Source: an optimization exercise on an open RTL-to-GDS flow (aim: small area). Production flows keep margins and buffers that such runs may drop.
At most, simulation tests tie the RTL to the original design; equivalence was not proved.
Power is estimated from default activity; no workload was simulated.

==> 05-15 <==
## card_driver
module card_driver
#(
  parameter ADDR_WIDTH=32,
  parameter LEN_WIDTH=24
  )
(
    input  wire CLK,
    input  wire RST,
    input  wire        WR_STB,
    input  wire [ADDR_WIDTH-1:0] WR_ADDR,
    input  wire [LEN_WIDTH-1:0] WR_LENGTH,
    output wire        WR_ACK,
    input  wire        WD_STB,
    input  wire  [7:0] WD_DATA,
    output wire        WD_ACK,
    input  wire        RD_STB,
    input  wire [ADDR_WIDTH-1:0] RD_ADDR,
    input  wire [LEN_WIDTH-1:0] RD_LENGTH,
    output wire        RD_ACK,
    output reg         RES_STB,
    output wire        RES_DEBUG,
    output wire  [7:0] RES_DATA,
    input  wire        RES_BUSY,
    output wire MOSI,
    input  wire MISO,
    output wire SCLK,
    output reg  CS
);
export LEC_CHECK = 0
export ABC_AREA = 1
export CAP_MARGIN = 20
export CORE_MARGIN = 2
export CORE_UTILIZATION = 50
export GPL_TIMING_DRIVEN = 0
export SETUP_SLACK_MARGIN = 0.2
export SLEW_MARGIN = 20
create_clock -name core_clock -period 6.0 [get_ports {CLK}]
standard.sh (not shown) runs the stock make flow with config.mk's settings and CLKGATE_MAP_FILE= SYNTH_SCRIPT=/design/flow/synth_recipe.tcl, a recipe that flattens the netlist after the stock synthesis.
==> flow/flow/run.sh <==
#!/bin/bash
# Layout flow: the standard flow (standard.sh), with these changes:
#  - synthesis: the same Yosys steps and registers as the standard synthesis,
#    except that adders are left to ABC (no ADDER_MAP_FILE) and ABC maps the
#    logic with flow/abc_area.script (deep synthesis, then area mapping)
#  - port buffers are sky130_fd_sc_hd__buf_1 cells
#  - clock tree: no dummy loads
# Each step's full output goes to a log file in this folder.
set -euo pipefail
W=$PWD
rm -rf "$W/scripts_alt"
cp -r "$FLOW_HOME/scripts" "$W/scripts_alt"
cp "$W/flow/abc_area.script" "$W/scripts_alt/abc_area.script"
bash standard.sh "SCRIPTS_DIR=$W/scripts_alt" "ADDER_MAP_FILE=" synth > "$W/run_synth.log" 2>&1
bash standard.sh \
  "BUFFER_PORTS_ARGS=-buffer_cell sky130_fd_sc_hd__buf_1" \
  "CTS_ARGS=-sink_clustering_enable -repair_clock_nets -dont_use_dummy_load -root_buf sky130_fd_sc_hd__clkbuf_8 -buf_list sky130_fd_sc_hd__clkbuf_4" \
  finish > "$W/run_finish.log" 2>&1
==> flow/flow/abc_area.script <==
strash; &get -n; &deepsyn -T 60; &put; strash; dch -f; amap; strash; dch -f; amap; strash; dch -f; amap; strash; &get -n; &deepsyn -T 60; &put; strash; dch -f; amap; strash; dch -f; amap; strash; dch -f; amap
==> inputs of 05-05, as changes to 05-15 <==
--- a/flow/design.v
+++ b/flow/design.v
@@ -1,15 +1,14 @@
 `timescale 1 ns / 1 ns
 `default_nettype none
 module SPI_cont(
     input  wire       CLK,
     input  wire       RST,
     input  wire       TICK,
-    input  wire       XFER,
+    input  wire       W_STB,
     input  wire       LD,
-    input  wire       NORELOAD,
     input  wire [7:0] LD_DATA,
     input  wire       POSTREQ,
     input  wire       HOLD,
     output wire       IDLE,
     output wire       POST,
     output wire       R_STB,
@@ -18,44 +17,41 @@
     input  wire       MISO,
     output wire       SCLK
 );
 reg INT_SCLK;
 reg recv;
 reg [2:0] p;
-wire W_STB = !recv & !p[2] & p[1];
-wire first = !recv & (p == 3'd7);
-assign R_STB = !recv & (p == 3'd6);
-assign POST  = !recv & (p == 3'd5);
-assign IDLE  = !recv & (p == 3'd4);
-wire w1 = !recv & (p == 3'd3);
-wire w2 = !recv & (p == 3'd2);
-wire neg = (recv | first) & TICK & INT_SCLK;
+wire first = !recv & p[1] & p[0];
+assign R_STB = !recv & p[1] & !p[0];
+assign POST  = !recv & !p[1] & p[0];
+assign IDLE  = !recv & !p[1] & !p[0];
+wire neg = (recv | first) & TICK & INT_SCLK & !W_STB;
 wire pos = recv & TICK & !INT_SCLK;
 assign SCLK = INT_SCLK & recv;
 always @(posedge CLK) INT_SCLK <= W_STB | (INT_SCLK ^ TICK);
 always @(posedge CLK or posedge RST)
 if (RST) begin
   recv <= 0;
   p <= 3'd4;
   MOSI <= 1;
 end else begin
-  if (w2) p <= 3'd7;
-  else if (neg | w1 | (IDLE & XFER)) p <= p - 3'd1;
+  if (W_STB) p <= 3'd7;
+  else if (neg) p <= p - 3'd1;
   else if (R_STB | POST) p <= {2'b10, R_STB ? POSTREQ : HOLD};
   if (neg) begin
     if (recv & (p == 3'd7)) begin
       recv <= 0;
       MOSI <= 1;
     end else begin
       recv <= 1;
       MOSI <= Q[7];
     end
   end
 end
 always @(posedge CLK)
-  if (LD | (W_STB & !NORELOAD)) Q <= LD_DATA;
+  if (LD) Q <= LD_DATA;
   else if (pos) Q <= {Q[6:0], MISO};
 endmodule
 `timescale 1 ns / 1 ns
 `default_nettype none
 module card_driver
 #(
@@ -203,12 +199,13 @@
   S203 = 7'd118,
   S204 = 7'd119,
   S205 = 7'd120;
 reg [6:0] pc;
 reg [8:0] cnt;              
 reg [LEN_WIDTH-1:0] len;    
+reg W_STB;
 wire TICK = pc[6] | (&len[7:0]);
 wire R_STB, POST, IDLE;
 wire [7:0] Q;
 wire IS_00 = Q == 8'h00;
 wire IS_01 = Q == 8'h01;
 wire IS_AA = Q == 8'hAA;
@@ -345,13 +342,13 @@
   default: ;
   endcase
 end
 assign WR_ACK = pc == S152;
 assign RD_ACK = pc == S205;
 assign RES_DEBUG = pc != S183;
-assign WD_ACK = (pc == S133) & IDLE;
+assign WD_ACK = (pc == S133) & IDLE & !W_STB;
 assign RES_DATA = Q;
 always @(posedge CLK or posedge RST)
 if (RST) begin
   pc <= S0;
   CS <= 1;
   RES_STB <= 0;
@@ -359,12 +356,13 @@
   if (adv) pc <= pc + 7'd1;
   else if (jmp) pc <= T;
   CS <= csn;
   RES_STB <= (rep & R_STB) | lett;
 end
 wire [LEN_WIDTH-1:0] LENGTH = (WR_LENGTH & {LEN_WIDTH{WR_STB}}) | (RD_LENGTH & {LEN_WIDTH{RD_STB}});
+always @(posedge CLK) W_STB <= xfer & IDLE;
 always @(posedge CLK or posedge RST)
 if (RST) len[7:0] <= 8'hFE;
 else if (len_ldw | len_ldr) len[7:0] <= LENGTH[7:0];
 else if ((lendec & R_STB) | !pc[6]) len[7:0] <= len[7:0] - 8'd1;
 always @(posedge CLK)
 if (len_ldw | len_ldr) len[LEN_WIDTH-1:8] <= LENGTH[LEN_WIDTH-1:8];
@@ -373,15 +371,14 @@
 if (cnt_ld) cnt <= cnt_val;
 else if (cnt_dec) cnt <= cnt - 9'd1;
 SPI_cont SPI(
   .CLK(CLK),
   .RST(RST),
   .TICK(TICK),
-  .XFER(xfer),
-  .LD(ldc),
-  .NORELOAD(noreload),
+  .W_STB(W_STB),
+  .LD(ldc | (W_STB & !noreload)),
   .LD_DATA(txb),
   .POSTREQ(postreq),
   .HOLD(hold),
   .IDLE(IDLE),
   .POST(POST),
   .R_STB(R_STB),
==> flow_metrics.py <==
metrics = {
    "outcome": {
        "outcome": "finished clean",
    },
    "timing": {
        "worst_slack_ps": 294,
        "timing.final.crit_share": 0.951,
    },
    "cells_and_area": {
        "buffer_area_frac": 0.109,
        "fillers": 765,
        "clkCellAreaFrac": 0.0134,
        "sh_seq_area": 0.307,
        "drive_above_1_share": 0.0675,
    },
    "yosys": {
        "seq_area_frac_synth": 0.369,
        "synth_top_cells_by_count": "nor2_1, clkinv_1, nand2_1",
    },
    "place": {
        "dpl.hpwl_um": 12900,
    },
    "worst_setup_path": {
        "endpoint": "SPI.Q[2]",
        "rr_worst_depth": 20,
    },
    "die": {
        "die_h_um": 96.4,
    },
    "route": {
        "drtIter0Drc": 592,
    },
}
# the run above: 05-15

==> flow_metrics.py <==
metrics = {
    "worst_setup_path": {
        "endpoint": "pc[4]",
        "rr_worst_depth": 22,
    },
    "cells_and_area": {
        "drive_above_1_share": 0.0502,
        "buffer_area_frac": 0.108,
        "fillers": 788,
    },
    "outcome": {
        "outcome": "finished clean",
    },
    "timing": {
        "worst_slack_ps": 499,
        "timing.final.crit_share": 0.917,
    },
    "yosys": {
        "seq_area_frac_synth": 0.368,
        "synth_top_cells_by_count": "nor2_1, clkinv_1, o21ai_0",
    },
    "die": {
        "die_h_um": 97.1,
    },
}
# the run above: 05-05


==> run a: inputs <==
Another version of the RTL of card_driver (not shown whole).
==> flow/config.mk <==
export PLATFORM = sky130hd
export DESIGN_NAME = card_driver
export DESIGN_NICKNAME = card_driver
export VERILOG_FILES = /design/flow/design.v
export SDC_FILE = /design/flow/constraint.sdc
export NUM_CORES = 4
export LEC_CHECK = 0
export ABC_AREA = 1
export CAP_MARGIN = 20
export CORE_MARGIN = 2
export CORE_UTILIZATION = 60
export SLEW_MARGIN = 20
==> flow/constraint.sdc <==
create_clock -name core_clock -period 6.0 [get_ports {CLK}]
set_input_delay 1.2000 -clock core_clock [delete_from_list [all_inputs] [get_ports {CLK}]]
set_output_delay 1.2000 -clock core_clock [all_outputs]
set_load 0.01 [all_outputs]
==> flow/flow/run.sh <==
#!/bin/bash
# Layout flow: the standard flow (standard.sh), with two changes:
#  - synthesis maps the logic with flow/abc_area.script (the same Yosys steps
#    and registers as the standard synthesis; only ABC's mapping script differs)
#  - port buffers are sky130_fd_sc_hd__buf_1 cells
# Each step's full output goes to a log file in this folder.
set -euo pipefail
W=$PWD
rm -rf "$W/scripts_alt"
cp -r "$FLOW_HOME/scripts" "$W/scripts_alt"
cp "$W/flow/abc_area.script" "$W/scripts_alt/abc_area.script"
bash standard.sh "SCRIPTS_DIR=$W/scripts_alt" synth > "$W/run_synth.log" 2>&1
bash standard.sh "BUFFER_PORTS_ARGS=-buffer_cell sky130_fd_sc_hd__buf_1" finish > "$W/run_finish.log" 2>&1
==> flow/flow/abc_area.script <==
strash; &get -n; &dch -f; &nf -R 1000; &put
==> run b (differences from run a) <==
--- a/flow/design.v
+++ b/flow/design.v
@@ -65,11 +65,11 @@
     input  wire [ADDR_WIDTH-1:0] WR_ADDR,
     input  wire [LEN_WIDTH-1:0] WR_LENGTH,
     output wire        WR_ACK,
     input  wire        WD_STB,
     input  wire  [7:0] WD_DATA,
-    output reg         WD_ACK,
+    output wire        WD_ACK,
     input  wire        RD_STB,
     input  wire [ADDR_WIDTH-1:0] RD_ADDR,
     input  wire [LEN_WIDTH-1:0] RD_LENGTH,
     output wire        RD_ACK,
     output reg         RES_STB,
@@ -343,26 +343,24 @@
   endcase
 end
 assign WR_ACK = pc == S152;
 assign RD_ACK = pc == S205;
 assign RES_DEBUG = pc != S183;
+assign WD_ACK = (pc == S133) & IDLE & !W_STB;
 assign RES_DATA = Q;
 always @(posedge CLK or posedge RST)
 if (RST) begin
   pc <= S0;
   CS <= 1;
-  W_STB <= 0;
   RES_STB <= 0;
-  WD_ACK <= 0;
 end else begin
   if (adv) pc <= pc + 7'd1;
   else if (jmp) pc <= T;
   CS <= csn;
-  W_STB <= xfer & IDLE;
   RES_STB <= (rep & R_STB) | lett;
-  WD_ACK <= wdack;
 end
+always @(posedge CLK) W_STB <= xfer & IDLE;
 always @(posedge CLK or posedge RST)
 if (RST) len[7:0] <= 8'hFE;
 else if (len_ldw) len[7:0] <= WR_LENGTH[7:0];
 else if (len_ldr) len[7:0] <= RD_LENGTH[7:0];
 else if ((lendec & R_STB) | !pc[6]) len[7:0] <= len[7:0] - 8'd1;
==> flow/flow/run.sh (replaced) <==
#!/bin/bash
# Layout flow: the standard flow (standard.sh), with these changes:
#  - synthesis maps the logic with flow/abc_area.script (the same Yosys steps
#    and registers as the standard synthesis; only ABC's mapping script differs)
#  - port buffers are sky130_fd_sc_hd__buf_1 cells
#  - clock tree: small clock buffers and no dummy loads
# Each step's full output goes to a log file in this folder.
set -euo pipefail
W=$PWD
rm -rf "$W/scripts_alt"
cp -r "$FLOW_HOME/scripts" "$W/scripts_alt"
cp "$W/flow/abc_area.script" "$W/scripts_alt/abc_area.script"
bash standard.sh "SCRIPTS_DIR=$W/scripts_alt" synth > "$W/run_synth.log" 2>&1
bash standard.sh \
  "BUFFER_PORTS_ARGS=-buffer_cell sky130_fd_sc_hd__buf_1" \
  "CTS_ARGS=-sink_clustering_enable -repair_clock_nets -dont_use_dummy_load -root_buf sky130_fd_sc_hd__clkbuf_8 -buf_list sky130_fd_sc_hd__clkbuf_4" \
  finish > "$W/run_finish.log" 2>&1
==> flow/flow/abc_area.script (replaced) <==
strash; dch -f; amap; strash; dch -f; amap; strash; dch -f; amap; strash; dch -f; amap; strash; dch -f; amap
--- a/flow/config.mk
+++ b/flow/config.mk
@@ -6,7 +6,7 @@
 export NUM_CORES = 4
 export LEC_CHECK = 0
 export ABC_AREA = 1
 export CAP_MARGIN = 20
 export CORE_MARGIN = 2
-export CORE_UTILIZATION = 60
+export CORE_UTILIZATION = 45
 export SLEW_MARGIN = 20
==> comparison table <==
| quantity | run b | run a |
|---|---|---|
| Final Instance Area | 5960 µm² | 6110 µm² |
| Final cell count without fillers | 992 | 950 |
| Global router's overall resource usage | 32.2% | 42.6% |
| Reg-to-Reg End | pc[6]$_DFFE_PP0P_ | pc[3]$_DFFE_PP0P_ |
| First-iteration detailed-routing DRC count | 892 | 990 |
| Startpoint of the worst setup timing path | pc[4]$_DFFE_PP0P_ | pc[6]$_DFFE_PP0P_ |
| Number of global-route vias before repair | 5853 | 6332 |
| Run status | timing/DRC/antenna clean | timing/DRC/antenna clean |
| Switching power as a share of total power | 21.6% | 48.6% |
| Simple-gate area share of the yosys netlist | 27.6% | 32.8% |
| Relative contribution of combinational cells to total power | 5.2% | 50.8% |
| Fraction of the yosys area taken by sequential cells | 32.3% | 32.0% |
| Share of the synthesized area in compound gates (AO/OA/AOI/OAI) | 30.8% | 25.7% |
| Standard cell area after detailed placement | 5840 µm² | 5860 µm² |
| P per Cell Area | 123 nW/µm² | 482 nW/µm² |
| Slew of the pin with the lowest slew margin | 864 ps | 1020 ps |
| Sequential group share of total power | 57.5% | 33.5% |
Function not checked in run a: the RTL went through the layout flow alone.

## port drivers added, routing unchanged
In the flow no input, the clock included, has a driving cell. The finished layouts below were timed again as built, in two steps. Step 1 assumes that a clkbuf_16 drives the clock port and a buf_2 every other input. Step 2 times the ports against the registers' clock, not the clock port: input delays grow and output delays shrink by t, the midpoint of the rising clock arrivals with the driver on. a / b / c = ideal / step 1 / step 2; a / b = the first two.
| run | shift t [ns] | slack for setup (ns) | hold WS [ns] | worst slew at a driven data input, ns | pins driven straight from the clock port |
|---|---|---|---|---|---|
| 05-15 | 0.342 | 0.294 / 0.294 / 0.294 | 0.532 / 0.532 / 0.532 | 0.04 | 1 |
| 05-05 | 0.367 | 0.499 / 0.499 / 0.499 | 0.528 / 0.528 / 0.528 | 0.04 | 1 |
| run a | 0.373 | 1.335 / 1.335 / 1.335 | 0.511 / 0.511 / 0.511 | 0.05 | 1 |
| run b | 0.371 | 0.923 / 0.923 / 0.923 | 0.517 / 0.517 / 0.517 | 0.04 | 1 |
After both steps every run listed still meets setup and hold.
